Context: an optimization exercise on an open-source flow, tuned for small area, a short achievable clock period and few clock cycles. The choices shown serve that exercise and are no tape-out recipe. No functional check of the RTL was part of any run shown here. In every run shown here, the design's own scripts or RTL, not TritonCTS, make the clock network. The clock input has no modelled driver; a real chip could not lean on it and would need a root buffer or a full tree. Power is estimated from default activity; no workload was simulated.

`flow/flow/run.sh`:
```
#!/bin/bash
# Standard ORFS layout, with buf_1 port buffers, resizing not tied to cell
# footprints, a hand-built two-level clock tree (flow/cts_pre.tcl) and
# stronger drives on high-fanout logic (flow/cts_post.tcl).
set -euo pipefail
cd "$(dirname "$0")/.."
export FLOW_CTS_LEAVES=16
export FLOW_CTS_LEAF=sky130_fd_sc_hd__clkbuf_8
export FLOW_CTS_ROOT=sky130_fd_sc_hd__clkbuf_16
bash standard.sh \
  "BUFFER_PORTS_ARGS=-buffer_cell sky130_fd_sc_hd__buf_1" \
  MATCH_CELL_FOOTPRINT=0 \
  "PRE_CTS_TCL=$(pwd)/flow/cts_pre.tcl" \
  "POST_CTS_TCL=$(pwd)/flow/cts_post.tcl" \
  finish > flow_orfs.log 2>&1
```
`flow/flow/clock_tree.tcl`:
```
# Build a two-level clock tree by hand: K leaf buffers at the centroids of a
# k-means clustering of the clock sinks, fed directly by the clock port (K<=4)
# or through a root buffer.
proc build_clock_tree {clk_port K leaf_master root_master} {
  set db [ord::get_db]
  set block [ord::get_db_block]
  set net [[$block findBTerm $clk_port] getNet]
  set sinks {}
  foreach it [$net getITerms] {
    if {[$it isInputSignal]} { lappend sinks $it }
  }
  set pts {}
  foreach it $sinks {
    set bb [[$it getInst] getBBox]
    lappend pts [list [expr {([$bb xMin]+[$bb xMax])/2.0}] [expr {([$bb yMin]+[$bb yMax])/2.0}]]
  }
  set n [llength $pts]
  # k-means, seeded along the x axis after sorting
  set order [lsort -real -index 0 $pts]
  set cent {}
  for {set k 0} {$k < $K} {incr k} {
    lappend cent [lindex $order [expr {int(($k + 0.5) * $n / $K)}]]
  }
  for {set iter 0} {$iter < 50} {incr iter} {
    set asg {}
    foreach p $pts {
      set best 0; set bd 1e30
      for {set k 0} {$k < $K} {incr k} {
        set c [lindex $cent $k]
        set d [expr {abs([lindex $p 0]-[lindex $c 0]) + abs([lindex $p 1]-[lindex $c 1])}]
        if {$d < $bd} { set bd $d; set best $k }
      }
      lappend asg $best
    }
    set sx {}; set sy {}; set cnt {}
    for {set k 0} {$k < $K} {incr k} { lappend sx 0.0; lappend sy 0.0; lappend cnt 0 }
    foreach p $pts a $asg {
      lset sx $a [expr {[lindex $sx $a] + [lindex $p 0]}]
      lset sy $a [expr {[lindex $sy $a] + [lindex $p 1]}]
      lset cnt $a [expr {[lindex $cnt $a] + 1}]
    }
    set new {}
    for {set k 0} {$k < $K} {incr k} {
      if {[lindex $cnt $k] > 0} {
        lappend new [list [expr {[lindex $sx $k]/[lindex $cnt $k]}] [expr {[lindex $sy $k]/[lindex $cnt $k]}]]
      } else { lappend new [lindex $cent $k] }
    }
    set cent $new
  }
  puts "clock tree: $n sinks, cluster sizes $cnt"
  set lm [$db findMaster $leaf_master]
  set feed $net
  if {$root_master ne ""} {
    set rm [$db findMaster $root_master]
    set root [odb::dbInst_create $block $rm "cts_root"]
    set cx 0.0; set cy 0.0
    foreach c $cent { set cx [expr {$cx + [lindex $c 0]}]; set cy [expr {$cy + [lindex $c 1]}] }
    $root setLocation [expr {int($cx/$K)}] [expr {int($cy/$K)}]
    $root setPlacementStatus PLACED
    [$root findITerm A] connect $net
    set feed [odb::dbNet_create $block "clknet_root"]
    $feed setSigType CLOCK
    [$root findITerm X] connect $feed
  }
  for {set k 0} {$k < $K} {incr k} {
    set b [odb::dbInst_create $block $lm "cts_leaf_$k"]
    set c [lindex $cent $k]
    $b setLocation [expr {int([lindex $c 0])}] [expr {int([lindex $c 1])}]
    $b setPlacementStatus PLACED
    [$b findITerm A] connect $feed
    set ln [odb::dbNet_create $block "clknet_leaf_$k"]
    $ln setSigType CLOCK
    [$b findITerm X] connect $ln
    set leafnet($k) $ln
  }
  foreach it $sinks a $asg {
    $it disconnect
    $it connect $leafnet($a)
  }
  $net setSigType CLOCK
}
```
`flow/flow/cts_post.tcl`:
```
# Sourced by ORFS's cts.tcl (POST_CTS_TCL) after its timing repair: gives a
# stronger drive to single-drive logic cells that fan out to four or more
# pins (the wide enables and selects), then legalises the placement again.
set my_n 0
foreach inst [get_cells *] {
  set m [get_property $inst ref_name]
  if {![regexp {^sky130_fd_sc_hd__(nand|nor|and|or|a2|a3|o2|o3|inv|buf|mux2)[a-z0-9_]*_1$} $m]} continue
  set out [get_pins -of_objects $inst -filter "direction==output"]
  set fo [llength [get_pins -of_objects [get_nets -of_objects $out] -filter "direction==input"]]
  if {$fo < 4} continue
  regsub {_1$} $m {_2} m2
  set lc [get_lib_cells -quiet */$m2]
  if {[llength $lc]} { replace_cell $inst $lc; incr my_n }
}
puts "cts_post.tcl: upsized $my_n cells"
detailed_placement
estimate_parasitics -placement
```
`flow/flow/cts_pre.tcl`:
```
# Sourced by ORFS's cts.tcl (PRE_CTS_TCL) after the placed design is loaded.
# Builds a shallow, balanced clock tree by hand (see clock_tree.tcl) and
# turns the clock_tree_synthesis call that follows into a no-op; the rest of
# cts.tcl (legalisation, timing repair) runs as usual.
source [file join [file dirname [info script]] clock_tree.tcl]
set K    $::env(FLOW_CTS_LEAVES)
set leaf $::env(FLOW_CTS_LEAF)
set root [expr {[info exists ::env(FLOW_CTS_ROOT)] ? $::env(FLOW_CTS_ROOT) : ""}]
build_clock_tree aclk $K $leaf $root
rename clock_tree_synthesis __unused_clock_tree_synthesis
proc clock_tree_synthesis {args} {
  puts "clock tree built by flow/clock_tree.tcl"
  set_propagated_clock [all_clocks]
}
```
`flow/standard.sh`:
```
#!/bin/bash
# synth_recipe.tcl (not shown) runs the flow's synth.tcl, then flattens the netlist and writes it again
# the make line also repeats each setting of config.mk as NAME=value (left out here)
make -C /OpenROAD-flow-scripts/flow DESIGN_CONFIG=/design/flow/config.mk WORK_HOME=/design/flow/orfs CLKGATE_MAP_FILE= SYNTH_SCRIPT=/design/flow/synth_recipe.tcl "${@:-finish}"
```
`flow/config.mk`:
```
export PLATFORM = sky130hd
export DESIGN_NAME = axi4_lite_slave_wrapper
export DESIGN_NICKNAME = axi4_lite_slave_wrapper
export VERILOG_FILES = /design/flow/design.v
export SDC_FILE = /design/flow/constraint.sdc
export NUM_CORES = 4
export LEC_CHECK = 0
export CAP_MARGIN = 20
export CORE_MARGIN = 2
export CORE_UTILIZATION = 40
export SETUP_SLACK_MARGIN = 1.4
export SLEW_MARGIN = 20
export TNS_END_PERCENT = 0
```
`flow/constraint.sdc`:
```
create_clock -name core_clock -period 3.0 [get_ports {aclk}]
set_input_delay 0.6000 -clock core_clock [delete_from_list [all_inputs] [get_ports {aclk}]]
set_output_delay 0.6000 -clock core_clock [all_outputs]
set_load 0.01 [all_outputs]
```
`flow/design.v`:
```
package axi_pkg;
  typedef enum logic [1:0] {
    RESP_OKAY   = 2'b00,
    RESP_EXOKAY = 2'b01,
    RESP_SLVERR = 2'b10,
    RESP_DECERR = 2'b11
  } axi_resp_t;
  localparam int NUM_REGS = 8;
  localparam logic [7:0] REG_CTRL_OFFSET     = 8'h00;
  localparam logic [7:0] REG_STATUS_OFFSET   = 8'h04;
  localparam logic [7:0] REG_DATA_TX_OFFSET  = 8'h08;
  localparam logic [7:0] REG_DATA_RX_OFFSET  = 8'h0C;
  localparam logic [7:0] REG_IRQ_EN_OFFSET   = 8'h10;
  localparam logic [7:0] REG_IRQ_STAT_OFFSET = 8'h14;
  localparam logic [7:0] REG_SCRATCH_OFFSET  = 8'h18;
  localparam logic [7:0] REG_VERSION_OFFSET  = 8'h1C;
  localparam int REG_CTRL     = 0;
  localparam int REG_STATUS   = 1;
  localparam int REG_DATA_TX  = 2;
  localparam int REG_DATA_RX  = 3;
  localparam int REG_IRQ_EN   = 4;
  localparam int REG_IRQ_STAT = 5;
  localparam int REG_SCRATCH  = 6;
  localparam int REG_VERSION  = 7;
  localparam logic [31:0] IP_VERSION = 32'h0001_0000;
endpackage
module axi4_lite_slave #(
  parameter int ADDR_WIDTH = 32,
  parameter int DATA_WIDTH = 32
)(
  input  logic                    aclk,
  input  logic                    aresetn,
  input  logic [ADDR_WIDTH-1:0]   awaddr,
  input  logic [2:0]              awprot,
  input  logic                    awvalid,
  output logic                    awready,
  input  logic [DATA_WIDTH-1:0]   wdata,
  input  logic [DATA_WIDTH/8-1:0] wstrb,
  input  logic                    wvalid,
  output logic                    wready,
  output logic [1:0]              bresp,
  output logic                    bvalid,
  input  logic                    bready,
  input  logic [ADDR_WIDTH-1:0]   araddr,
  input  logic [2:0]              arprot,
  input  logic                    arvalid,
  output logic                    arready,
  output logic [DATA_WIDTH-1:0]   rdata,
  output logic [1:0]              rresp,
  output logic                    rvalid,
  input  logic                    rready
);
  logic [31:0] reg_ctrl;
  logic [31:0] reg_data_tx;
  logic [31:0] reg_irq_en;
  logic [31:0] reg_scratch;
  logic       aw_v0, aw_v1;           
  logic [4:0] aw_e0, aw_e1;
  logic       aw_blk;                 
  logic       w_blk;                  
  logic [3:0] w_arm;                  
  logic       awready_q, wready_q;    
  logic       b_v, b_idle, b_err;     
  logic       bs_v, bs_err;           
  assign awready = awready_q;
  assign wready  = wready_q;
  assign bvalid  = b_v;
  assign bresp   = {b_err, 1'b0};
  wire aw_fire = awvalid & ~aw_blk;
  wire w_fire  = wvalid & ~w_blk;
  wire b_free  = b_idle | bready;     
  wire       aw_ok_in = (awaddr[31:5] == 27'd0);
  wire [4:0] aw_e_in  = {~aw_ok_in,
                         aw_ok_in & (awaddr[4:2] == 3'd6),
                         aw_ok_in & (awaddr[4:2] == 3'd4),
                         aw_ok_in & (awaddr[4:2] == 3'd2),
                         aw_ok_in & (awaddr[4:2] == 3'd0)};
  logic       aw_v0_d, aw_v1_d, bs_v_d, b_v_d, w_go_d;
  logic [4:0] aw_e0_d;
  always_comb begin
    aw_v0_d = aw_v0;
    aw_v1_d = aw_v1;
    if (w_fire) begin
      aw_v0_d = aw_v1 | aw_fire;
      aw_v1_d = 1'b0;
    end else if (aw_fire) begin
      aw_v0_d = 1'b1;
      aw_v1_d = aw_v0;
    end
  end
  assign aw_e0_d = (w_fire | ~aw_v0) ? (aw_v1 ? aw_e1 : aw_e_in) : aw_e0;
  assign bs_v_d  = ~b_free & (bs_v | w_fire);
  assign b_v_d   = b_free ? (bs_v | w_fire) : 1'b1;
  assign w_go_d  = aw_v0_d & ~bs_v_d;
  always_ff @(posedge aclk or negedge aresetn) begin
    if (!aresetn) begin
      aw_v0     <= 1'b0;
      aw_v1     <= 1'b0;
      aw_blk    <= 1'b1;
      w_blk     <= 1'b1;
      w_arm     <= 4'd0;
      awready_q <= 1'b0;
      wready_q  <= 1'b0;
      b_v       <= 1'b0;
      b_idle    <= 1'b1;
      b_err     <= 1'b0;
      bs_v      <= 1'b0;
      bs_err    <= 1'b0;
    end else begin
      aw_v0     <= aw_v0_d;
      aw_v1     <= aw_v1_d;
      aw_blk    <= aw_v1_d;
      w_blk     <= ~w_go_d;
      w_arm     <= {4{w_go_d}} & aw_e0_d[3:0];
      awready_q <= ~aw_v1_d;
      wready_q  <= w_go_d;
      b_v       <= b_v_d;
      b_idle    <= ~b_v_d;
      bs_v      <= bs_v_d;
      if (b_free) b_err <= bs_v ? bs_err : aw_e0[4];
      if (~bs_v)  bs_err <= aw_e0[4];
    end
  end
  always_ff @(posedge aclk) begin
    aw_e0 <= aw_e0_d;
    if (~aw_v1) aw_e1 <= aw_e_in;
  end
  always_ff @(posedge aclk or negedge aresetn) begin
    if (!aresetn) begin
      reg_ctrl    <= '0;
      reg_data_tx <= '0;
      reg_irq_en  <= '0;
      reg_scratch <= '0;
    end else begin
      for (int b = 0; b < 4; b++) begin
        if (wvalid && wstrb[b]) begin
          if (w_arm[0]) reg_ctrl[b*8 +: 8]    <= wdata[b*8 +: 8];
          if (w_arm[1]) reg_data_tx[b*8 +: 8] <= wdata[b*8 +: 8];
          if (w_arm[2]) reg_irq_en[b*8 +: 8]  <= wdata[b*8 +: 8];
          if (w_arm[3]) reg_scratch[b*8 +: 8] <= wdata[b*8 +: 8];
        end
      end
    end
  end
  logic        ar_v0, ar_v1;          
  logic        ar_blk;                
  logic        arready_q;             
  logic [5:0]  ar_lo, ar_hi_n;
  logic        ar_ok1;
  logic [2:0]  ar_idx1;
  logic        r_v, r_idle, r_err;    
  logic [31:0] r_data;
  assign arready = arready_q;
  assign rvalid  = r_v;
  assign rdata   = r_data;
  assign rresp   = {r_err, 1'b0};
  wire ar_fire  = arvalid & ~ar_blk;
  wire r_load   = r_idle | rready;    
  wire ar_pop   = r_load & ar_v0;
  wire ar_ok_in = (araddr[31:5] == 27'd0);
  wire       sel_ok  = ar_v1 ? ar_ok1  : ar_ok_in;
  wire [2:0] sel_idx = ar_v1 ? ar_idx1 : araddr[4:2];
  wire [5:0] lo_d = {~sel_ok,
                     sel_ok & (sel_idx == 3'd6),
                     sel_ok & (sel_idx == 3'd4),
                     sel_ok & (sel_idx[2:1] == 2'd1),
                     sel_ok & (sel_idx == 3'd1),
                     sel_ok & (sel_idx == 3'd0)};
  wire [5:0] hi_d = {~sel_ok,
                     sel_ok & (sel_idx == 3'd7),
                     sel_ok & (sel_idx == 3'd6),
                     sel_ok & (sel_idx == 3'd4),
                     sel_ok & (sel_idx[2:1] == 2'd1),
                     sel_ok & (sel_idx == 3'd0)};
  logic ar_v0_d, ar_v1_d;
  always_comb begin
    ar_v0_d = ar_v0;
    ar_v1_d = ar_v1;
    if (ar_pop) begin
      ar_v0_d = ar_v1 | ar_fire;
      ar_v1_d = 1'b0;
    end else if (ar_fire) begin
      ar_v0_d = 1'b1;
      ar_v1_d = ar_v0;
    end
  end
  always_ff @(posedge aclk or negedge aresetn) begin
    if (!aresetn) begin
      ar_v0     <= 1'b0;
      ar_v1     <= 1'b0;
      ar_blk    <= 1'b1;
      arready_q <= 1'b0;
      r_v       <= 1'b0;
      r_idle    <= 1'b1;
      r_err     <= 1'b0;
    end else begin
      ar_v0     <= ar_v0_d;
      ar_v1     <= ar_v1_d;
      ar_blk    <= ar_v1_d;
      arready_q <= ~ar_v1_d;
      if (r_load) begin
        r_v    <= ar_v0;
        r_idle <= ~ar_v0;
        r_err  <= ar_lo[5];
      end
    end
  end
  wire        r_hold = ~r_load;
  wire [5:0]  g_lo   = {6{r_load}} & ar_lo;
  wire [5:0]  g_hi   = {6{r_load}} & ~ar_hi_n;
  wire [31:0] lo_word = ({32{r_hold}}  & r_data)
                      | ({32{g_lo[0]}} & reg_ctrl)
                      | ({32{g_lo[1]}} & {31'd0, reg_ctrl[0]})
                      | ({32{g_lo[2]}} & reg_data_tx)
                      | ({32{g_lo[3]}} & reg_irq_en)
                      | ({32{g_lo[4]}} & reg_scratch)
                      | ({32{g_lo[5]}} & 32'hDEADBEEF);
  wire [31:0] hi_word = ({32{r_hold}}  & r_data)
                      | ({32{g_hi[0]}} & reg_ctrl)
                      | ({32{g_hi[1]}} & reg_data_tx)
                      | ({32{g_hi[2]}} & reg_irq_en)
                      | ({32{g_hi[3]}} & reg_scratch)
                      | ({32{g_hi[4]}} & axi_pkg::IP_VERSION)
                      | ({32{g_hi[5]}} & 32'hDEADBEEF);
  always_ff @(posedge aclk) begin
    if (ar_pop | ~ar_v0) begin
      ar_lo   <= lo_d;
      ar_hi_n <= ~hi_d;
    end
    if (~ar_v1) begin
      ar_ok1  <= ar_ok_in;
      ar_idx1 <= araddr[4:2];
    end
    r_data <= {hi_word[31:16], lo_word[15:0]};
  end
endmodule
module axi4_lite_slave_wrapper #(
  parameter int ADDR_WIDTH = 32,
  parameter int DATA_WIDTH = 32
)(
  input  logic                      aclk,
  input  logic                      aresetn,
  input  logic [ADDR_WIDTH-1:0]     s_axi_awaddr,
  input  logic [2:0]                s_axi_awprot,
  input  logic                      s_axi_awvalid,
  output logic                      s_axi_awready,
  input  logic [DATA_WIDTH-1:0]     s_axi_wdata,
  input  logic [DATA_WIDTH/8-1:0]   s_axi_wstrb,
  input  logic                      s_axi_wvalid,
  output logic                      s_axi_wready,
  output logic [1:0]                s_axi_bresp,
  output logic                      s_axi_bvalid,
  input  logic                      s_axi_bready,
  input  logic [ADDR_WIDTH-1:0]     s_axi_araddr,
  input  logic [2:0]                s_axi_arprot,
  input  logic                      s_axi_arvalid,
  output logic                      s_axi_arready,
  output logic [DATA_WIDTH-1:0]     s_axi_rdata,
  output logic [1:0]                s_axi_rresp,
  output logic                      s_axi_rvalid,
  input  logic                      s_axi_rready
);
  axi4_lite_slave #(
    .ADDR_WIDTH (ADDR_WIDTH),
    .DATA_WIDTH (DATA_WIDTH)
  ) u_slave (
    .aclk    (aclk),           .aresetn (aresetn),
    .awaddr  (s_axi_awaddr),   .awprot  (s_axi_awprot),
    .awvalid (s_axi_awvalid),  .awready (s_axi_awready),
    .wdata   (s_axi_wdata),    .wstrb   (s_axi_wstrb),
    .wvalid  (s_axi_wvalid),   .wready  (s_axi_wready),
    .bresp   (s_axi_bresp),    .bvalid  (s_axi_bvalid),
    .bready  (s_axi_bready),
    .araddr  (s_axi_araddr),   .arprot  (s_axi_arprot),
    .arvalid (s_axi_arvalid),  .arready (s_axi_arready),
    .rdata   (s_axi_rdata),    .rresp   (s_axi_rresp),
    .rvalid  (s_axi_rvalid),   .rready  (s_axi_rready)
  );
endmodule
```
==> results of run 1 <==
==> critical path: cells and delay by family, from the launching register on <==
family / cells / cell delay [ns]
compound gates: 1 / 0.26
flops: 1 / 0.49
simple gates: 3 / 0.71
==> cells in the final DEF, fill, tap and decap left out, types with 7 or more instances in the layout <==
master      n
nor4_1     11
inv_2       8
nand3_2    16
mux2_2    132
a21oi_1    16
dfxtp_1    45
buf_1     101
a21boi_0   10
edfxtp_1   13
a222oi_1   23
nor2_1     37
a22oi_1    17
nand2_1    14
dfrtp_1   143
buf_2      39
clkbuf_8   16
a31oi_1    31
inv_1       7
buf_4       7
==> sequential cells by signal, summed over array words and instances (netlist names), 3 cells and up <==
register and cells:
u_slave.r_data 32, u_slave.reg_ctrl 32, u_slave.reg_data_tx 32, u_slave.reg_irq_en 32, u_slave.reg_scratch 32, u_slave.ar_hi_n 6
u_slave.ar_lo 6, u_slave.aw_e0 5, u_slave.aw_e1 5, u_slave.w_arm 4, u_slave.ar_idx1 3
==> metrics by stage <==
| step | util, % | hold slack (ns) | std cells | area [µm²] | worst slack (ns) |
|---|---|---|---|---|---|
| after floorplan | - | 0.304 | 620 | 8250 | 1.30 |
| after global placement | 44.8 | 0.447 | 1010 | 9070 | 0.820 |
| after detailed placement | 44.8 | 0.448 | 1010 | 9070 | 0.758 |
| after global routing | 47.1 | 0.228 | 1032 | 9530 | 1.35 |
| final | 47.1 | 0.204 | 1034 | 9540 | 1.41 |
==> report_power, final <==
| part | leakage, µW | switching (µW) | internal [µW] | total, µW |
|---|---|---|---|---|
| clock network | 0.000127 | 809 | 537 | 1350 |
| registers | 0.00229 | 715 | 3960 | 4680 |
| logic | 0.00142 | 923 | 1130 | 2050 |
| total | 0.00384 | 2450 | 5630 | 8070 |
==> metal layers <==
layer / vias up / wire length (µm)
met1: 2871 / 8060
met3: 34 / 1400
met5: - / 14
li1: 2605 / -
met4: 4 / 333
met2: 164 / 9650
==> area by class of cell <==
| type | instances | area share, % |
|---|---|---|
| Sequential cell | 208 | 53.0 |
| Multi-Input combinational cell | 369 | 33.1 |
| Timing Repair Buffer | 150 | 7.07 |
| Tap cell | 270 | 3.54 |
| Buffer | 17 | 2.57 |
| Inverter | 16 | 0.656 |
| Antenna cell | 4 | 0.105 |
==> worst max-delay path by stage <==
stage | end | start | depth (start not counted)
after detailed placement | u_slave.reg_data_tx[10] | s_axi_wvalid | 4
after floorplan | u_slave.w_arm[0] | s_axi_awaddr[14] | 4
after global routing | u_slave.ar_lo[0] | u_slave.ar_v1 | 4
final | u_slave.w_arm[0] | u_slave.aw_v1 | 4
after global placement | u_slave.reg_data_tx[13] | s_axi_wvalid | 4
==> cell families (layout without fill, tap and decap cells) <==
| family | after synthesis | count (layout) | share of synthesized area (%) |
|---|---|---|---|
| other | 1 | 6 | 0.0455 |
| AND/OR/NAND/NOR | 115 | 115 | 7.37 |
| buffers and inverters | 43 | 183 | 2.19 |
| flip-flops | 208 | 208 | 61.4 |
| multiplexers | 138 | 138 | 18.8 |
| AO/OA/AOI/OAI | 114 | 114 | 10.2 |
==> impl_metrics.toml, run 1 <==
[setup_path]
start_kind = "flop"
rr_worst_depth = 4
crit_type = "reg2reg"
r2r-end = "u_slave.w_arm[0]"
critPathSlowestCell = "dfrtp_2"
crit_chain = "nor2_2 > nand3_1 > or3_4 > a311oi_2"
max_stage_delay_ns = 0.49
end_kind = "flop"
arrival_ns = 1.88
reg2reg_from = "u_slave.aw_v1"
required_ns = 3.30
timing.reg2reg.setup_slack_ns = 1.41
critPathMaxFanout = 9

[sta]
finalSetupTns_ns = 0
period_share_pct = 52.8
worstMarginPinSlew_ns = 0.799
setup_viol = 0
fmax_ghz = 0.631
drv_slew = 0
clock_skew_ns = 0.0578
period_minus_slack_ns = 1.59
finalHoldViolations = 0
rsz0062_at_grt = "true"
relSlewSlack_pct = 46.8

[placed_design]
port_buffers = 141
hpwl_um = 13000
gp_congestion = 0.752

[global_routing]
busiest_layer = "met2"
groute.layer.met1.usage_pct = 23.0
grt_use_met2_pct = 31.2
grt_max_degree = 65
overflow = 0
grt.total_usage_pct = 17.7
grt_pass1_wl_um = 31200
antenna_found_initial = 5
grt_pass1_vias = 5996
met3_usage_pct = 3.06

[cells_and_area]
drive_gt1_share_pct = 33.6
n_fill_cell = 1845
regArea_um2 = 5050
syn2layout_area_growth_pct = 15.9
finalNetCount = 875
multi_input_area_um2 = 3160

[synthesis]
synth-async-reset-ratio_pct = 72.1
synth-main-ff-cell = "dfrtp_1"
ys_types = 43
yosysTopAreaCellShare_pct = 44.1
ys_ff_latch = 208
synthCells = 619
synthMostInstantiatedCell = "dfrtp_1"
synth_area_um2 = 8230
ys_top_cells_by_count = "dfrtp_1 (145), mux2_2 (132), dfxtp_1 (45), nor2_1 (40), a31oi_1 (31)"
avgSynthCellArea_um2 = 13.3
ys_warn_count = 1
synth_top_cell_by_area = "dfrtp_1"
ys_top_cells_by_area = "dfrtp_1 (44%), mux2_2 (18%), dfxtp_1 (11%)"
synth_edf_count = 13
synth.yosys.seq_area_share_pct = 61.4

[floorplanning]
rows = 52
initial_core_util_pct = 40.7
io_pins = 154
fp.dieH_um = 147
dieArea_um2 = 21700
core_area_um2 = 20200
die_x_um = 147

[run_status]
status = "no timing/DRC/antenna violations"

[power_and_ir_drop]
p_leak_uw = 0.00384
fin_total_pwr_uw = 8070
powerDensity_nw_per_um2 = 846
peakVddDrop_uv = 390

[flow_run]
maxCapViolCount = 0

[drt]
first_pass_iters = 7
drt_iter0_markers = 377
vias_per_cell = 5.49
wl_um = 19500
wire_per_inst_um = 18.8
ant_nets = 0
vias = 5678
drc = 0

[worst_hold_path]
hp-class = "in2async"

[cts]
worstSkewPairLatency_ns = 0.42
clkTransAtPathRegs_ns = 0.12
==> inputs of run 2 (changes only) <==
--- a/flow/config.mk
+++ b/flow/config.mk
@@ -8,6 +8,6 @@
 export CAP_MARGIN = 20
 export CORE_MARGIN = 2
 export CORE_UTILIZATION = 40
-export SETUP_SLACK_MARGIN = 1.4
+export SETUP_SLACK_MARGIN = 1.45
 export SLEW_MARGIN = 20
 export TNS_END_PERCENT = 0
==> run 2 against run 1 <==
  * Cell area up 0.30%
  * Sequential power hardly changed
  * Worst hold slack barely moved
  * Global-route usage about the same
  * Core utilization grew 0.14 points
  * Clock skew hardly changed
  * Routed wire length is 0.17% higher
==> impl_metrics.toml, run 2 <==
[flow_run]
maxCapViolCount = 0

[cells_and_area]
fin_util_pct = 47.3
mostFrequentLayoutCell = "dfrtp_1"
finalNetCount = 875
final_cell_mix = "dfrtp_1 (143), mux2_2 (132), buf_1 (101), dfxtp_1 (45), buf_2 (38)"
drive_gt1_share_pct = 33.9
syn2layout_area_growth_pct = 16.2
fin_area_um2 = 9570

[synthesis]
synth_edf_count = 13
synth-main-ff-cell = "dfrtp_1"
synth_top_cell_by_area = "dfrtp_1"
synth-simple-area-share_pct = 7.37
ys_warn_count = 1
synth_top_family_by_area = "multiplexers"
ys_top_cells_by_count = "dfrtp_1 (145), mux2_2 (132), dfxtp_1 (45), nor2_1 (40), a31oi_1 (31)"
ys_top_cells_by_area = "dfrtp_1 (44%), mux2_2 (18%), dfxtp_1 (11%)"
synth.yosys.seq_area_share_pct = 61.4
ys_ff_latch = 208
synthCells = 619
yosysTopAreaCellShare_pct = 44.1
synthMuxAreaShare_pct = 18.8
ys_types = 43
synthMostInstantiatedCell = "dfrtp_1"
synth_area_um2 = 8230
synth-async-reset-ratio_pct = 72.1
synth_xor_area_share_pct = 0
synth_compound_area_share_pct = 10.2
avgSynthCellArea_um2 = 13.3
synth_fa_ha_area_share_pct = 0

[floorplanning]
dieArea_um2 = 21700
die_x_um = 147
rows = 52
io_pins = 154
fp.dieH_um = 147
core_area_um2 = 20200
initial_core_util_pct = 40.7

[setup_path]
max_stage_delay_ns = 0.39
crit_type = "in2reg"
required_ns = 3.30
crit_chain = "buf_1 > nor4_4 > nand4_2 > or3_4 > a311oi_2"
start_kind = "input pin"
end_kind = "flop"
critPathMaxFanout = 5
arrival_ns = 1.85
critPathBufInv = 1
critPathSlowestCell = "or3_4"
crit_family = "simple AND/OR/NAND/NOR gates"

[sta]
setup_viol = 0
finalHoldViolations = 0
period_share_pct = 51.8
worstMarginPinSlew_ns = 0.801
relSlewSlack_pct = 46.6
fin_ws_ns = 1.45
drv_slew = 0
fmax_ghz = 0.644
finalSetupTns_ns = 0
clock_skew_ns = 0.0578
rsz0062_at_grt = "true"
period_minus_slack_ns = 1.55

[global_routing]
antenna_found_initial = 5
grt.total_usage_pct = 17.6
grt_pass1_wl_um = 31200
grt_pass1_vias = 5990
grt_max_degree = 65
overflow = 0

[worst_hold_path]
hp-class = "in2async"

[power_and_ir_drop]
powerDensity_nw_per_um2 = 845
peakVddDrop_uv = 389
fin_total_pwr_uw = 8090
p_leak_uw = 0.00384

[drt]
wl_um = 19500
vias_per_cell = 5.47
ant_nets = 0
first_pass_iters = 8
drt_iter0_markers = 361
vias = 5655
wire_per_inst_um = 18.9
drc = 0

[placed_design]
port_buffers = 141
gp_congestion = 0.752
hpwl_um = 13000
placed_area_um2 = 9070
pre_cts_ws_ns = 0.758

[run_status]
status = "no timing/DRC/antenna violations"

[cts]
clkTransAtPathRegs_ns = 0.08
worstSkewPairLatency_ns = 0.42
==> run 2: kinds of logic after synthesis <==
logic type	Yosys count
DFF	208
other	1
and+or+nand+nor	115
buffers and inverters	43
AOI/OAI and AO/OA	114
muxes	138
==> run 2: worst paths after layout <==
check / slack, ns / from / cells past startpoint / to
setup / recovery: 1.45 / s_axi_awaddr[14] / 5 / u_slave.w_arm[0]
hold / removal: 0.20 / aresetn / 1 / u_slave.reg_ctrl[27]
setup reg to reg: 1.46 / u_slave.aw_v1 / 4 / u_slave.w_arm[0]
hold reg to reg: 0.47 / u_slave.aw_e1[4] / 2 / u_slave.aw_e1[4]
max in group asynchronous: 2.04 / aresetn / 2 / u_slave.reg_irq_en[2]
min in group core_clock: 0.46 / s_axi_wdata[12] / 2 / u_slave.reg_irq_en[12]
==> run 2: power by group <==
group	switching [µW]	total (µW)	leakage (µW)	internal (µW)
sequential	717	4680	0.00229	3960
clock	806	1340	0.000127	537
combinational	932	2070	0.00142	1140
==> run 2: routing by layer <==
| layer | track usage, % | wire, µm | share of wire [%] | up-vias |
|---|---|---|---|---|
| met4 | 3.61 | 340 | 1.7 | 4 |
| met5 | 0 | 21 | 0.11 | - |
| met1 | 22.9 | 8310 | 43 | 2863 |
| li1 | - | - | - | 2602 |
| met3 | 3.06 | 1160 | 5.9 | 35 |
| met2 | 31.2 | 9670 | 50 | 151 |
==> run 2: stage by stage <==
| step | hold slack [ns] | std cells |
|---|---|---|
| after floorplan | 0.304 | 620 |
| after global placement | 0.447 | 1010 |
| after detailed placement | 0.448 | 1010 |
| after global routing | 0.228 | 1032 |
| final | 0.205 | 1033 |
==> run 2: layout make-up <==
| cell class | instances | area, µm² |
|---|---|---|
| tap | 270 | 338 |
| inverter | 16 | 62.6 |
| fill | 1844 | 10700 |
| multi-input combinational | 369 | 3190 |
| sequential | 208 | 5050 |
| timing repair buffer | 150 | 674 |
| antenna | 3 | 7.51 |
| buffer | 17 | 245 |
==> inputs of run 3 (changes only) <==
--- a/flow/config.mk
+++ b/flow/config.mk
@@ -8,6 +8,6 @@
 export CAP_MARGIN = 20
 export CORE_MARGIN = 2
 export CORE_UTILIZATION = 40
-export SETUP_SLACK_MARGIN = 1.45
+export SETUP_SLACK_MARGIN = 1.5
 export SLEW_MARGIN = 20
 export TNS_END_PERCENT = 0
==> run 3 against run 2 <==
  * Worst setup slack better by 0.00086 ns
  * Cell count is 0.29% higher
  * Sequential share of layout area is 0.20 points lower
  * Core utilization is 0.18 points higher
  * Largest cell class unchanged
  * Largest power group unchanged
==> impl_metrics.toml, run 3 <==
[setup_path]
required_ns = 3.30
critPathMaxFanout = 5
crit_type = "in2reg"
timing.reg2reg.setup_slack_ns = 1.49
start_kind = "input pin"
arrival_ns = 1.85
end_kind = "flop"

[drt]
vias = 5697
wire_per_inst_um = 19.3
wl_um = 19900
ant_nets = 0
drc = 0
vias_per_cell = 5.50
first_pass_iters = 7
drt_iter0_markers = 386

[sta]
fmax_ghz = 0.644
relSlewSlack_pct = 45.9
clock_skew_ns = 0.0569
finalSetupTns_ns = 0
period_share_pct = 51.7
worstMarginPinSlew_ns = 0.811
period_minus_slack_ns = 1.55
finalHoldViolations = 0
setup_viol = 0
rsz0062_at_grt = "true"
drv_slew = 0

[cells_and_area]
mostFrequentLayoutCell = "dfrtp_1"
finalNetCount = 878
drive_gt1_share_pct = 35.0
final_cell_mix = "dfrtp_1 (143), mux2_2 (132), buf_1 (97), dfxtp_1 (45), buf_2 (38)"
fin_area_um2 = 9600
syn2layout_area_growth_pct = 16.7
fin_cells = 1036

[power_and_ir_drop]
combPwrFrac_pct = 26.0
p_leak_uw = 0.00387
internal_power_uw = 5660
power_switching_uw = 2490
peakVddDrop_uv = 387
seq_power_share_pct = 57.5
sw_frac_of_total_pct = 30.6
powerDensity_nw_per_um2 = 849
power.clock.fraction_pct = 16.6

[cts]
worstSkewPairLatency_ns = 0.42
clkTransAtPathRegs_ns = 0.08

[floorplanning]
core_area_um2 = 20200
rows = 52
die_x_um = 147
fp.dieH_um = 147
initial_core_util_pct = 40.7
dieArea_um2 = 21700
io_pins = 154

[synthesis]
synth_edf_count = 13
synthCells = 619
avgSynthCellArea_um2 = 13.3
yosysTopAreaCellShare_pct = 44.1
ys_warn_count = 1
synth_top_cell_by_area = "dfrtp_1"
ys_types = 43
ys_top_cells_by_area = "dfrtp_1 (44%), mux2_2 (18%), dfxtp_1 (11%)"
synth_area_um2 = 8230
synth-async-reset-ratio_pct = 72.1
synth.yosys.seq_area_share_pct = 61.4
synth-main-ff-cell = "dfrtp_1"
ys_top_cells_by_count = "dfrtp_1 (145), mux2_2 (132), dfxtp_1 (45), nor2_1 (40), a31oi_1 (31)"
ys_ff_latch = 208
synthMostInstantiatedCell = "dfrtp_1"

[placed_design]
placed_area_um2 = 9070
gp_congestion = 0.752
dpl.cell_count = 1010
port_buffers = 141
hpwl_um = 13000

[global_routing]
antenna_found_initial = 5
grt_pass1_vias = 6005
grt.total_usage_pct = 17.7
grt_max_degree = 65
overflow = 0
grt_pass1_wl_um = 31300

[flow_run]
maxCapViolCount = 0

[run_status]
status = "no timing/DRC/antenna violations"

[worst_hold_path]
hp-class = "in2async"
[run 3: cell counts after synthesis]
Identical to the previous run, type by type.
[run 3: logic make-up after synthesis]
family	count (synthesis)	share of synthesized area [%]
compound gates	114	10.2
flops	208	61.4
other cells	1	0.0455
buf+inv	43	2.19
mux	138	18.8
simple gates	115	7.37
[run 3: path summary, 6_finish.rpt]
path,from,end,cells after the start
worst max-delay path,s_axi_awaddr[14],u_slave.w_arm[0],5
worst min-delay path,aresetn,u_slave.reg_ctrl[27],1
worst max register to register,u_slave.ar_lo[4],u_slave.r_data[15],2
worst min register to register,u_slave.aw_e1[4],u_slave.aw_e1[4],2
max in group asynchronous,aresetn,u_slave.reg_irq_en[2],2
min in group core_clock,s_axi_wdata[12],u_slave.reg_irq_en[12],2
[run 3: power groups by stage]
stage               Sequential, µW  Clock [µW]  Combinational [µW]
floorplan                     4470           0                1510
global placement              4620           0                1900
detailed placement            4700           0                2000
global route                  4820        1510                2340
finish                        4680        1350                2120
[run 3: critical path, stage by stage]
cell	delay, ns
buf_1	0.10
nor4_4	0.28
nand4_2	0.21
or3_4	0.39
a311oi_2	0.26
[run 3: area by class of cell]
class | instances | area, µm²
fillers | 1837 | 10600
diodes | 3 | 7.51
repair buffers | 152 | 694
plain buffers | 17 | 245
multi-input cells | 370 | 3200
flip-flops and latches | 208 | 5050
inverters | 16 | 62.6
well taps | 270 | 338
[run 3: layer usage]
| layer | up-vias | wire, µm | part of all wire [%] | GRT usage [%] |
|---|---|---|---|---|
| met5 | - | 21 | 0.11 | 0 |
| met4 | 4 | 415 | 2.1 | 3.61 |
| met3 | 36 | 1280 | 6.4 | 3.06 |
| met2 | 156 | 9770 | 49 | 31.3 |
| met1 | 2884 | 8470 | 42 | 23.0 |
| li1 | 2617 | - | - | - |
[run 3: stage by stage]
stage	total power, µW	worst slack, ns	utilization (%)	hold WS (ns)
2_1_floorplan	5980	1.30	-	0.304
5_1_grt	8660	1.39	47.5	0.228
6_report	8150	1.45	47.5	0.201
3_5_place_dp	6700	0.758	44.8	0.448
3_3_place_gp	6520	0.820	44.8	0.447
==> inputs of run 4 (changes only) <==
==> flow/flow/run.sh (replaced) <==
#!/bin/bash
# Standard ORFS layout, with buf_1 port buffers, resizing not tied to cell
# footprints, a hand-built three-level clock tree (flow/cts_pre.tcl) and
# stronger drives on high-fanout logic (flow/cts_post.tcl).
set -euo pipefail
cd "$(dirname "$0")/.."
export FLOW_CTS_LEAVES=16
export FLOW_CTS_LEAF=sky130_fd_sc_hd__clkbuf_8
export FLOW_CTS_MIDS=4
export FLOW_CTS_MID=sky130_fd_sc_hd__clkbuf_8
bash standard.sh \
  "BUFFER_PORTS_ARGS=-buffer_cell sky130_fd_sc_hd__buf_1" \
  MATCH_CELL_FOOTPRINT=0 \
  "PRE_CTS_TCL=$(pwd)/flow/cts_pre.tcl" \
  "POST_CTS_TCL=$(pwd)/flow/cts_post.tcl" \
  finish > flow_orfs.log 2>&1
--- a/flow/flow/clock_tree.tcl
+++ b/flow/flow/clock_tree.tcl
@@ -1,6 +1,42 @@
 # Build a two-level clock tree by hand: K leaf buffers at the centroids of a
 # k-means clustering of the clock sinks, fed directly by the clock port (K<=4)
 # or through a root buffer.
+proc kmeans {pts K} {
+  set n [llength $pts]
+  set order [lsort -real -index 0 $pts]
+  set cent {}
+  for {set k 0} {$k < $K} {incr k} {
+    lappend cent [lindex $order [expr {int(($k + 0.5) * $n / $K)}]]
+  }
+  for {set iter 0} {$iter < 50} {incr iter} {
+    set asg {}
+    foreach p $pts {
+      set best 0; set bd 1e30
+      for {set k 0} {$k < $K} {incr k} {
+        set c [lindex $cent $k]
+        set d [expr {abs([lindex $p 0]-[lindex $c 0]) + abs([lindex $p 1]-[lindex $c 1])}]
+        if {$d < $bd} { set bd $d; set best $k }
+      }
+      lappend asg $best
+    }
+    set sx {}; set sy {}; set cnt {}
+    for {set k 0} {$k < $K} {incr k} { lappend sx 0.0; lappend sy 0.0; lappend cnt 0 }
+    foreach p $pts a $asg {
+      lset sx $a [expr {[lindex $sx $a] + [lindex $p 0]}]
+      lset sy $a [expr {[lindex $sy $a] + [lindex $p 1]}]
+      lset cnt $a [expr {[lindex $cnt $a] + 1}]
+    }
+    set new {}
+    for {set k 0} {$k < $K} {incr k} {
+      if {[lindex $cnt $k] > 0} {
+        lappend new [list [expr {[lindex $sx $k]/[lindex $cnt $k]}] [expr {[lindex $sy $k]/[lindex $cnt $k]}]]
+      } else { lappend new [lindex $cent $k] }
+    }
+    set cent $new
+  }
+  return [list $cent $asg $cnt]
+}
+
 proc build_clock_tree {clk_port K leaf_master root_master} {
   set db [ord::get_db]
   set block [ord::get_db_block]
@@ -79,3 +115,49 @@
   }
   $net setSigType CLOCK
 }
+
+# Port -> M middle buffers -> K leaf buffers -> sinks (M <= 4: the port feeds them directly).
+proc build_clock_tree3 {clk_port M mid_master K leaf_master} {
+  set db [ord::get_db]
+  set block [ord::get_db_block]
+  set net [[$block findBTerm $clk_port] getNet]
+  set sinks {}
+  foreach it [$net getITerms] { if {[$it isInputSignal]} { lappend sinks $it } }
+  set pts {}
+  foreach it $sinks {
+    set bb [[$it getInst] getBBox]
+    lappend pts [list [expr {([$bb xMin]+[$bb xMax])/2.0}] [expr {([$bb yMin]+[$bb yMax])/2.0}]]
+  }
+  lassign [kmeans $pts $K] lcent lasg lcnt
+  lassign [kmeans $lcent $M] mcent masg mcnt
+  puts "clock tree: [llength $sinks] sinks, leaf clusters $lcnt, middle groups $mcnt"
+  set mm [$db findMaster $mid_master]
+  set lm [$db findMaster $leaf_master]
+  for {set m 0} {$m < $M} {incr m} {
+    set b [odb::dbInst_create $block $mm "cts_mid_$m"]
+    set c [lindex $mcent $m]
+    $b setLocation [expr {int([lindex $c 0])}] [expr {int([lindex $c 1])}]
+    $b setPlacementStatus PLACED
+    [$b findITerm A] connect $net
+    set mn [odb::dbNet_create $block "clknet_mid_$m"]
+    $mn setSigType CLOCK
+    [$b findITerm X] connect $mn
+    set midnet($m) $mn
+  }
+  for {set k 0} {$k < $K} {incr k} {
+    set b [odb::dbInst_create $block $lm "cts_leaf_$k"]
+    set c [lindex $lcent $k]
+    $b setLocation [expr {int([lindex $c 0])}] [expr {int([lindex $c 1])}]
+    $b setPlacementStatus PLACED
+    [$b findITerm A] connect $midnet([lindex $masg $k])
+    set ln [odb::dbNet_create $block "clknet_leaf_$k"]
+    $ln setSigType CLOCK
+    [$b findITerm X] connect $ln
+    set leafnet($k) $ln
+  }
+  foreach it $sinks a $lasg {
+    $it disconnect
+    $it connect $leafnet($a)
+  }
+  $net setSigType CLOCK
+}
==> flow/flow/cts_pre.tcl (replaced) <==
# Sourced by ORFS's cts.tcl (PRE_CTS_TCL) after the placed design is loaded.
# Builds a shallow, balanced clock tree by hand (see clock_tree.tcl): the
# clock port feeds FLOW_CTS_MIDS middle buffers, which feed
# FLOW_CTS_LEAVES leaf buffers placed at the centres of k-means clusters of
# the flip-flops. The clock_tree_synthesis call that follows becomes a no-op;
# the rest of cts.tcl (legalisation, timing repair) runs as usual.
source [file join [file dirname [info script]] clock_tree.tcl]
build_clock_tree3 aclk $::env(FLOW_CTS_MIDS) $::env(FLOW_CTS_MID) \
  $::env(FLOW_CTS_LEAVES) $::env(FLOW_CTS_LEAF)
rename clock_tree_synthesis __unused_clock_tree_synthesis
proc clock_tree_synthesis {args} {
  puts "clock tree built by flow/clock_tree.tcl"
  set_propagated_clock [all_clocks]
}
--- a/flow/config.mk
+++ b/flow/config.mk
@@ -8,6 +8,6 @@
 export CAP_MARGIN = 20
 export CORE_MARGIN = 2
 export CORE_UTILIZATION = 40
-export SETUP_SLACK_MARGIN = 1.5
+export SETUP_SLACK_MARGIN = 1.45
 export SLEW_MARGIN = 20
 export TNS_END_PERCENT = 0
==> run 4 against run 3 <==
  * Still clean on timing, DRC and antenna
  * Routed wire length down 1.8%
  * Fmax decreased by 4.9%
  * Register-to-register slack lost 0.07 ns
  * Worst hold slack improved by 0.087 ns
  * Clock power is 4% higher
  * Largest power group unchanged
  * Highest routed layer unchanged
==> impl_metrics.toml, run 4 <==
[run_status]
status = "no timing/DRC/antenna violations"

[cells_and_area]
regArea_um2 = 5050
fin_cells = 1037
finalNetCount = 878
fin_util_pct = 47.6
drive_gt1_share_pct = 34.6
syn2layout_area_growth_pct = 16.9
multi_input_area_um2 = 3210
n_fill_cell = 1842
final_cell_mix = "dfrtp_1 (143), mux2_2 (132), buf_1 (101), dfxtp_1 (45), buf_2 (38)"
mostFrequentLayoutCell = "dfrtp_1"

[global_routing]
groute.layer.met1.usage_pct = 22.8
grt_pass1_wl_um = 31300
busiest_layer = "met2"
met3_usage_pct = 3.18
grt_pass1_vias = 6028
grt.total_usage_pct = 17.7
overflow = 0
antenna_found_initial = 5
grt_max_degree = 65
grt_use_met2_pct = 31.1

[floorplanning]
core_area_um2 = 20200
rows = 52
dieArea_um2 = 21700
io_pins = 154
fp.dieH_um = 147
initial_core_util_pct = 40.7
die_x_um = 147

[setup_path]
critPathMaxFanout = 5
arrival_ns = 1.82
required_ns = 3.19
rr_worst_depth = 5
start_kind = "input pin"
crit_start = "s_axi_awaddr[22]"
crit_type = "in2reg"
end_kind = "flop"
timing.reg2reg.setup_slack_ns = 1.42
reg2reg_from = "u_slave.ar_v1"
endpoint = "u_slave.w_arm[0]"
r2r-end = "u_slave.ar_hi_n[0]"

[synthesis]
synth.yosys.seq_area_share_pct = 61.4
avgSynthCellArea_um2 = 13.3
synth_area_um2 = 8230
synth-main-ff-cell = "dfrtp_1"
ys_warn_count = 1
ys_ff_latch = 208
synth-async-reset-ratio_pct = 72.1
ys_top_cells_by_count = "dfrtp_1 (145), mux2_2 (132), dfxtp_1 (45), nor2_1 (40), a31oi_1 (31)"
synthCells = 619
ys_types = 43
synthMostInstantiatedCell = "dfrtp_1"
synth_top_cell_by_area = "dfrtp_1"
ys_top_cells_by_area = "dfrtp_1 (44%), mux2_2 (18%), dfxtp_1 (11%)"
yosysTopAreaCellShare_pct = 44.1
synth_edf_count = 13

[drt]
wire_per_inst_um = 18.9
wl_um = 19600
ant_nets = 0
drc = 0
vias_per_cell = 5.49
drt_iter0_markers = 399
first_pass_iters = 6
vias = 5697

[sta]
fmax_ghz = 0.613
period_minus_slack_ns = 1.63
relSlewSlack_pct = 46.0
clock_skew_ns = 0.0761
worstMarginPinSlew_ns = 0.810
finalSetupTns_ns = 0
rsz0062_at_grt = "true"
fin_ws_ns = 1.37
period_share_pct = 54.4
finalHoldViolations = 0
drv_slew = 0
setup_viol = 0

[power_and_ir_drop]
fin_total_pwr_uw = 8150
p_leak_uw = 0.00387
powerDensity_nw_per_um2 = 846
peakVddDrop_uv = 390

[cts]
worstSkewPairLatency_ns = 0.34
clkTransAtPathRegs_ns = 0.08

[placed_design]
dpl.cell_count = 1010
pre_cts_ws_ns = 0.758
gp_congestion = 0.752
port_buffers = 141
hpwl_um = 13000

[flow_run]
maxCapViolCount = 0

[worst_hold_path]
hp-class = "in2async"
==> run 4: cell types whose count changed in the layout (fill, tap and decap cells not counted), moves of 2 or more <==
cell      delta
clkbuf_8     +4
buf_4        -2
buf_1        +4
clkbuf_2     -4
==> run 4: cells by family (layout without fill, tap and decap cells) <==
kind of cell | after synthesis | in the layout | synth area share (%)
mux | 138 | 138 | 18.8
buf+inv | 43 | 186 | 2.19
compound gates | 114 | 114 | 10.2
simple gates | 115 | 115 | 7.37
other cells | 1 | 6 | 0.0455
flops | 208 | 208 | 61.4
==> run 4: power by group <==
part           switching (µW)  internal, µW  total, µW
Sequential                718          3960       4680
Clock                     806           602       1410
Combinational             926          1130       2060
==> run 4: critical path, cell delays in order <==
cell      delay, ns
buf_1          0.07
nor4_1         0.34
nand2_2        0.15
or3_4          0.41
a311oi_2       0.26
==> run 4: area by class of cell <==
type	instances	area share [%]
sequential	208	52.5
multi-input combinational	369	33.4
timing repair buffer	150	7.01
tap	270	3.51
buffer	20	2.86
inverter	16	0.650
antenna	4	0.104
==> run 4: worst min path at each step <==
| stage | to | slack (ns) | start |
|---|---|---|---|
| 3_3_place_gp | u_slave.aw_e0[1] | 0.45 | u_slave.aw_e0[1] |
| 3_5_place_dp | u_slave.aw_e1[4] | 0.45 | u_slave.aw_e1[4] |
| 5_1_grt | u_slave.reg_ctrl[27] | 0.33 | aresetn |
| 2_1_floorplan | u_slave.ar_v0 | 0.30 | aresetn |
| 6_report | u_slave.reg_ctrl[27] | 0.29 | aresetn |
==> run 4: per-layer routing <==
| layer | part of all wire [%] | vias to the layer above | wire (µm) |
|---|---|---|---|
| met4 | 2.3 | 4 | 455 |
| li1 | - | 2617 | - |
| met5 | 0.11 | - | 21 |
| met1 | 42 | 2863 | 8200 |
| met3 | 6.2 | 43 | 1220 |
| met2 | 49 | 170 | 9700 |
==> run 4: per-stage QoR <==
step / hold slack, ns / instance area [µm²]
6_report: 0.288 / 9630
5_1_grt: 0.335 / 9620
3_5_place_dp: 0.448 / 9070
3_3_place_gp: 0.447 / 9070
2_1_floorplan: 0.304 / 8250
==> inputs of run 5 (changes only) <==
--- a/flow/config.mk
+++ b/flow/config.mk
@@ -8,6 +8,6 @@
 export CAP_MARGIN = 20
 export CORE_MARGIN = 2
 export CORE_UTILIZATION = 40
-export SETUP_SLACK_MARGIN = 1.45
+export SETUP_SLACK_MARGIN = 1.55
 export SLEW_MARGIN = 20
 export TNS_END_PERCENT = 0
==> run 5 against run 4 <==
  * Flip-flop and latch count stayed put
  * Core utilization hardly changed
  * Sequential power hardly changed
  * Largest power group unchanged
  * Global-route usage hardly changed
  * Worst hold slack hardly changed
  * Sequential share of layout area hardly changed
  * Synthesized cell count stayed put
  * First-iteration DRC count is 3.0% lower
  * Power is 0.21% higher
  * Combinational power hardly changed
  * Critical path depth stayed put
==> impl_metrics.toml, run 5 <==
[run_status]
status = "no timing/DRC/antenna violations"

[cts]
worstSkewPairLatency_ns = 0.34
clkTransAtPathRegs_ns = 0.08

[global_routing]
grt_pass1_vias = 6035
grt_max_degree = 65
grt_pass1_wl_um = 31300
grt.total_usage_pct = 17.8
antenna_found_initial = 5
overflow = 0

[synthesis]
synth.yosys.seq_area_share_pct = 61.4
ys_warn_count = 1
yosysTopAreaCellShare_pct = 44.1
synth_top_cell_by_area = "dfrtp_1"
synth-main-ff-cell = "dfrtp_1"
ys_top_cells_by_area = "dfrtp_1 (44%), mux2_2 (18%), dfxtp_1 (11%)"
ys_top_cells_by_count = "dfrtp_1 (145), mux2_2 (132), dfxtp_1 (45), nor2_1 (40), a31oi_1 (31)"
synthCells = 619
synth_edf_count = 13
synthMostInstantiatedCell = "dfrtp_1"
ys_types = 43
avgSynthCellArea_um2 = 13.3
ys_ff_latch = 208
synth-async-reset-ratio_pct = 72.1
synth_area_um2 = 8230

[sta]
period_share_pct = 54.8
fmax_ghz = 0.609
drv_slew = 0
clock_skew_ns = 0.0761
hold_ws_ns = 0.288
period_minus_slack_ns = 1.64
setup_viol = 0
worstMarginPinSlew_ns = 0.783
relSlewSlack_pct = 47.8
finalHoldViolations = 0
finalSetupTns_ns = 0
fin_ws_ns = 1.36
rsz0062_at_grt = "true"

[power_and_ir_drop]
p_leak_uw = 0.00387
peakVddDrop_uv = 390
powerDensity_nw_per_um2 = 849

[floorplanning]
core_area_um2 = 20200
io_pins = 154
dieArea_um2 = 21700
fp.dieH_um = 147
rows = 52
die_x_um = 147
initial_core_util_pct = 40.7

[setup_path]
crit_type = "in2reg"
start_kind = "input pin"
r2r-end = "u_slave.w_arm[0]"
critPathMaxFanout = 5
arrival_ns = 1.83
timing.reg2reg.setup_slack_ns = 1.42
rr_worst_depth = 4
required_ns = 3.19
crit_start = "s_axi_awaddr[14]"
end_kind = "flop"
reg2reg_from = "u_slave.aw_v1"

[placed_design]
hpwl_um = 13000
port_buffers = 141
pre_cts_ws_ns = 0.758
gp_congestion = 0.752
dpl.cell_count = 1010

[cells_and_area]
fin_cells = 1036
mostFrequentLayoutCell = "dfrtp_1"
fin_util_pct = 47.6
n_fill_cell = 1840
drive_gt1_share_pct = 34.6
syn2layout_area_growth_pct = 16.9
final_cell_mix = "dfrtp_1 (143), mux2_2 (132), buf_1 (101), dfxtp_1 (45), buf_2 (38)"
finalNetCount = 878

[flow_run]
maxCapViolCount = 0

[drt]
vias_per_cell = 5.48
drc = 0
wire_per_inst_um = 19.0
vias = 5679
first_pass_iters = 6
wl_um = 19600
drt_iter0_markers = 387
ant_nets = 0

[worst_hold_path]
hp-class = "in2async"
[run 5: cell counts after synthesis]
No cell type changed its count.
[run 5: worst max path at each step]
stage                                    to  cells after the start
detailed placement  u_slave.reg_data_tx[10]                      4
global placement    u_slave.reg_data_tx[13]                      4
floorplan                  u_slave.w_arm[0]                      4
global route               u_slave.w_arm[0]                      5
finish                     u_slave.w_arm[0]                      5
[run 5: layout make-up]
| type | instances | area [µm²] | share of cell area, % |
|---|---|---|---|
| timing repair buffer | 150 | 674 | 7.01 |
| sequential | 208 | 5050 | 52.5 |
| inverter | 16 | 62.6 | 0.650 |
| tap | 270 | 338 | 3.51 |
| antenna | 3 | 7.51 | 0.0780 |
| buffer | 20 | 275 | 2.86 |
| multi-input combinational | 369 | 3210 | 33.4 |
[run 5: worst max-delay path: stages]
cell,delay (ns)
buf_1,0.10
nor4_4,0.33
nand4_4,0.17
or3_4,0.38
a311oi_2,0.26
[run 5: routing by layer]
metal	global-route usage (%)	vias up	share of wire (%)
met2	31.2	158	49
met1	22.9	2867	42
li1	-	2606	-
met4	4.47	4	2.3
met3	3.18	44	6.3
met5	0	-	0.11
[run 5: stage by stage]
stage | instance area, µm² | power [µW]
final | 9620 | 8170
after global routing | 9620 | 8680
after detailed placement | 9070 | 6700
after global placement | 9070 | 6520
after floorplan | 8250 | 5980
[run 5: logic make-up (layout without fill, tap and decap cells)]
| kind of cell | after synthesis | in the layout | synth area share [%] |
|---|---|---|---|
| compound gates | 114 | 114 | 10.2 |
| buf+inv | 43 | 186 | 2.19 |
| other cells | 1 | 5 | 0.0455 |
| flops | 208 | 208 | 61.4 |
| simple gates | 115 | 115 | 7.37 |
| mux | 138 | 138 | 18.8 |
[run 5: power by group]
group	switching (µW)	total (µW)	internal, µW
Combinational	935	2080	1140
Sequential	715	4680	3960
Clock	809	1410	602
Total	2460	8170	5710
==> inputs of run 6 (changes only) <==
--- a/flow/flow/run.sh
+++ b/flow/flow/run.sh
@@ -1,6 +1,6 @@
 #!/bin/bash
 # Standard ORFS layout, with buf_1 port buffers, resizing not tied to cell
-# footprints, a hand-built three-level clock tree (flow/cts_pre.tcl) and
+# footprints, a hand-built clock tree (port -> 4 -> 16 buffers) (flow/cts_pre.tcl) and
 # stronger drives on high-fanout logic (flow/cts_post.tcl).
 set -euo pipefail
 cd "$(dirname "$0")/.."
--- a/flow/flow/clock_tree.tcl
+++ b/flow/flow/clock_tree.tcl
@@ -129,7 +129,34 @@
     lappend pts [list [expr {([$bb xMin]+[$bb xMax])/2.0}] [expr {([$bb yMin]+[$bb yMax])/2.0}]]
   }
   lassign [kmeans $pts $K] lcent lasg lcnt
-  lassign [kmeans $lcent $M] mcent masg mcnt
+  # the leaves go to the M middle buffers in equal groups: sorted by x into
+  # columns, each column sorted by y
+  set cols [expr {$M >= 4 ? 2 : 1}]
+  set per [expr {$K / $M}]
+  set idx {}
+  for {set k 0} {$k < $K} {incr k} { lappend idx [list $k {*}[lindex $lcent $k]] }
+  set idx [lsort -real -index 1 $idx]
+  set masg [lrepeat $K 0]
+  set g 0
+  set colsize [expr {$K / $cols}]
+  for {set c 0} {$c < $cols} {incr c} {
+    set col [lsort -real -index 2 [lrange $idx [expr {$c * $colsize}] [expr {($c + 1) * $colsize - 1}]]]
+    for {set i 0} {$i < [llength $col]} {incr i} {
+      lset masg [lindex $col $i 0] [expr {$g + $i / $per}]
+    }
+    incr g [expr {$colsize / $per}]
+  }
+  set mcent {}; set mcnt {}
+  for {set m 0} {$m < $M} {incr m} {
+    set sx 0.0; set sy 0.0; set n 0
+    for {set k 0} {$k < $K} {incr k} {
+      if {[lindex $masg $k] == $m} {
+        set sx [expr {$sx + [lindex $lcent $k 0]}]; set sy [expr {$sy + [lindex $lcent $k 1]}]; incr n
+      }
+    }
+    lappend mcent [list [expr {$sx / $n}] [expr {$sy / $n}]]
+    lappend mcnt $n
+  }
   puts "clock tree: [llength $sinks] sinks, leaf clusters $lcnt, middle groups $mcnt"
   set mm [$db findMaster $mid_master]
   set lm [$db findMaster $leaf_master]
--- a/flow/flow/cts_post.tcl
+++ b/flow/flow/cts_post.tcl
@@ -1,6 +1,7 @@
 # Sourced by ORFS's cts.tcl (POST_CTS_TCL) after its timing repair: gives a
 # stronger drive to single-drive logic cells that fan out to four or more
-# pins (the wide enables and selects), then legalises the placement again.
+# pins (the wide enables and selects) and to buffers that fan out to six or
+# more, then legalises the placement again.
 set my_n 0
 foreach inst [get_cells *] {
   set m [get_property $inst ref_name]
@@ -12,6 +13,18 @@
   set lc [get_lib_cells -quiet */$m2]
   if {[llength $lc]} { replace_cell $inst $lc; incr my_n }
 }
+# buffers that fan out to six or more pins (port buffers and the buffers
+# placement added after them) get a buf_8
+foreach inst [get_cells *] {
+  set m [get_property $inst ref_name]
+  if {![regexp {^sky130_fd_sc_hd__(buf|clkbuf)_[124]$} $m]} continue
+  if {[string match cts_* [get_full_name $inst]]} continue
+  set out [get_pins -of_objects $inst -filter "direction==output"]
+  set fo [llength [get_pins -of_objects [get_nets -of_objects $out] -filter "direction==input"]]
+  if {$fo < 6} continue
+  set lc [get_lib_cells -quiet */sky130_fd_sc_hd__buf_8]
+  if {[llength $lc]} { replace_cell $inst $lc; incr my_n }
+}
 puts "cts_post.tcl: upsized $my_n cells"
 detailed_placement
 estimate_parasitics -placement
--- a/flow/config.mk
+++ b/flow/config.mk
@@ -8,6 +8,6 @@
 export CAP_MARGIN = 20
 export CORE_MARGIN = 2
 export CORE_UTILIZATION = 40
-export SETUP_SLACK_MARGIN = 1.55
+export SETUP_SLACK_MARGIN = 1.45
 export SLEW_MARGIN = 20
 export TNS_END_PERCENT = 0
==> run 6 against run 5 <==
  * Cell count is the same
  * Cell area grew 0.36%
  * Sequential power is essentially flat
  * Register-to-register slack is essentially flat
  * Routed wire length shrank 0.37%
  * Fmax grew 1.4%
  * Clock skew shrank 0.012 ns
  * Area after synthesis is the same
  * Clock power is essentially flat
  * Highest routed layer unchanged
==> impl_metrics.toml, run 6 <==
[floorplanning]
dieArea_um2 = 21700
die_x_um = 147
fp.dieH_um = 147
rows = 52
core_area_um2 = 20200
io_pins = 154
initial_core_util_pct = 40.7

[synthesis]
ys_top_cells_by_area = "dfrtp_1 (44%), mux2_2 (18%), dfxtp_1 (11%)"
synth.yosys.seq_area_share_pct = 61.4
avgSynthCellArea_um2 = 13.3
synth_area_um2 = 8230
synth-async-reset-ratio_pct = 72.1
ys_warn_count = 1
synthCells = 619
ys_ff_latch = 208
ys_types = 43
synth_top_cell_by_area = "dfrtp_1"
ys_top_cells_by_count = "dfrtp_1 (145), mux2_2 (132), dfxtp_1 (45), nor2_1 (40), a31oi_1 (31)"
synth-main-ff-cell = "dfrtp_1"
synth_edf_count = 13
yosysTopAreaCellShare_pct = 44.1
synthMostInstantiatedCell = "dfrtp_1"

[drt]
drc = 0
vias = 5684
ant_nets = 0
wire_per_inst_um = 18.9
drt_iter0_markers = 359
wl_um = 19600
vias_per_cell = 5.49
first_pass_iters = 5

[setup_path]
max_stage_delay_ns = 0.38
reg2reg_from = "u_slave.aw_v1"
crit_type = "in2reg"
arrival_ns = 1.83
end_kind = "flop"
r2r-end = "u_slave.w_arm[0]"
start_kind = "input pin"
critPathSlowestCell = "or3_4"
critPathMaxFanout = 5
crit_chain = "buf_1 > nor4_4 > nand4_4 > or3_4 > a311oi_2"
rr_worst_depth = 4
required_ns = 3.21
crit_start = "s_axi_awaddr[14]"
timing.reg2reg.setup_slack_ns = 1.42

[global_routing]
grt.total_usage_pct = 17.6
grt_pass1_wl_um = 31200
antenna_found_initial = 5
overflow = 0
grt_max_degree = 65
grt_pass1_vias = 6061

[cells_and_area]
finalNetCount = 878
drive_gt1_share_pct = 34.6
fin_area_um2 = 9660
n_fill_cell = 1836
multi_input_area_um2 = 3210
final_cell_mix = "dfrtp_1 (143), mux2_2 (132), buf_1 (101), dfxtp_1 (45), buf_2 (38)"
regArea_um2 = 5050
syn2layout_area_growth_pct = 17.3
mostFrequentLayoutCell = "dfrtp_1"

[sta]
worstMarginPinSlew_ns = 0.798
finalSetupTns_ns = 0
relSlewSlack_pct = 46.8
drv_slew = 0
rsz0062_at_grt = "true"
setup_viol = 0
fmax_ghz = 0.617
clock_skew_ns = 0.0642
period_minus_slack_ns = 1.62
period_share_pct = 54.0
finalHoldViolations = 0

[placed_design]
hpwl_um = 13000
placed_area_um2 = 9070
port_buffers = 141
gp_congestion = 0.752

[cts]
worstSkewPairLatency_ns = 0.33
clkTransAtPathRegs_ns = 0.08

[power_and_ir_drop]
peakVddDrop_uv = 390
powerDensity_nw_per_um2 = 845
p_leak_uw = 0.00388

[run_status]
status = "no timing/DRC/antenna violations"

[flow_run]
maxCapViolCount = 0

[worst_hold_path]
hp-class = "in2async"
[run 6: logic make-up (layout without fill, tap and decap cells)]
group                  Yosys count  count (layout)  synth area share, %
AOI/OAI and AO/OA              114             114                 10.2
buffers and inverters           43             186                 2.19
DFF                            208             208                 61.4
muxes                          138             138                 18.8
other                            1               5               0.0455
and+or+nand+nor                115             115                 7.37
[run 6: report_power, final]
group	switching, µW	internal, µW
logic	930	1140
registers	719	3960
clock network	802	602
total	2450	5710
[run 6: layer usage]
metal	global-route usage (%)	vias to the layer above	routed length, µm
met5	0	-	21
met4	4.23	4	393
met3	3.18	35	1160
met2	31.2	171	9710
met1	22.6	2859	8280
li1	-	2615	-
[run 6: per-stage QoR]
stage	util (%)	std cells	setup slack, ns	hold slack (ns)	total power (µW)
2_1_floorplan	-	620	1.30	0.304	5980
3_3_place_gp	44.8	1010	0.820	0.447	6520
3_5_place_dp	44.8	1010	0.758	0.448	6700
5_1_grt	47.7	1035	1.33	0.169	8680
6_report	47.7	1036	1.38	0.162	8160
[run 6: how the worst max path moves through the flow]
stage                                    to  slack, ns  cells after the start
floorplan                  u_slave.w_arm[0]       1.30                      4
finish                     u_slave.w_arm[0]       1.38                      5
detailed placement  u_slave.reg_data_tx[10]       0.76                      4
global route               u_slave.w_arm[0]       1.33                      5
global placement    u_slave.reg_data_tx[13]       0.82                      4
[run 6: worst max-delay path, delay by kind of cell]
kind | cells | cell delay (ns)
compound gates | 1 | 0.26
buf+inv | 1 | 0.10
simple gates | 3 | 0.88
[run 6: cell type report]
class / instances / share of cell area, %
antenna: 3 / 0.0777
sequential: 208 / 52.3
multi-input combinational: 369 / 33.2
timing repair buffer: 150 / 7.40
tap: 270 / 3.50
buffer: 20 / 2.85
inverter: 16 / 0.648

-- static timing again, ports no longer ideal --
In the flow no input, the clock included, has a driving cell. The finished layouts below were timed again as built, in two steps.
Step 1: set_driving_cell puts a clkbuf_16 on aclk and a buf_2 on each other input, an assumption about the parent block.
Step 2 times the ports against the registers' clock, not the clock port: input delays grow and output delays shrink by t, the midpoint of the rising clock arrivals with the driver on.
Slacks: ideal / step 1 / step 2; pairs: ideal / step 1.
run | shift t [ns] | slack for setup (ns) | worst register clock-pin slew, ns | pins driven straight from the clock port
run 1 | 0.435 | 1.415 / 1.407 / 1.060 | 0.12 / 0.12 | 1
run 2 | 0.432 | 1.447 / 1.407 / 1.036 | 0.12 / 0.12 | 1
run 3 | 0.438 | 1.448 / 1.406 / 1.033 | 0.12 / 0.12 | 1
run 4 | 0.388 | 1.368 / 1.422 / 1.044 | 0.11 / 0.11 | 4
run 5 | 0.389 | 1.357 / 1.422 / 1.036 | 0.12 / 0.12 | 4
run 6 | 0.372 | 1.380 / 1.422 / 1.056 | 0.12 / 0.12 | 4
After both steps every run listed still meets setup and hold. The setup slack of run 3, which loses most, moves by -0.042 ns with the drivers and by -0.415 ns with both steps.
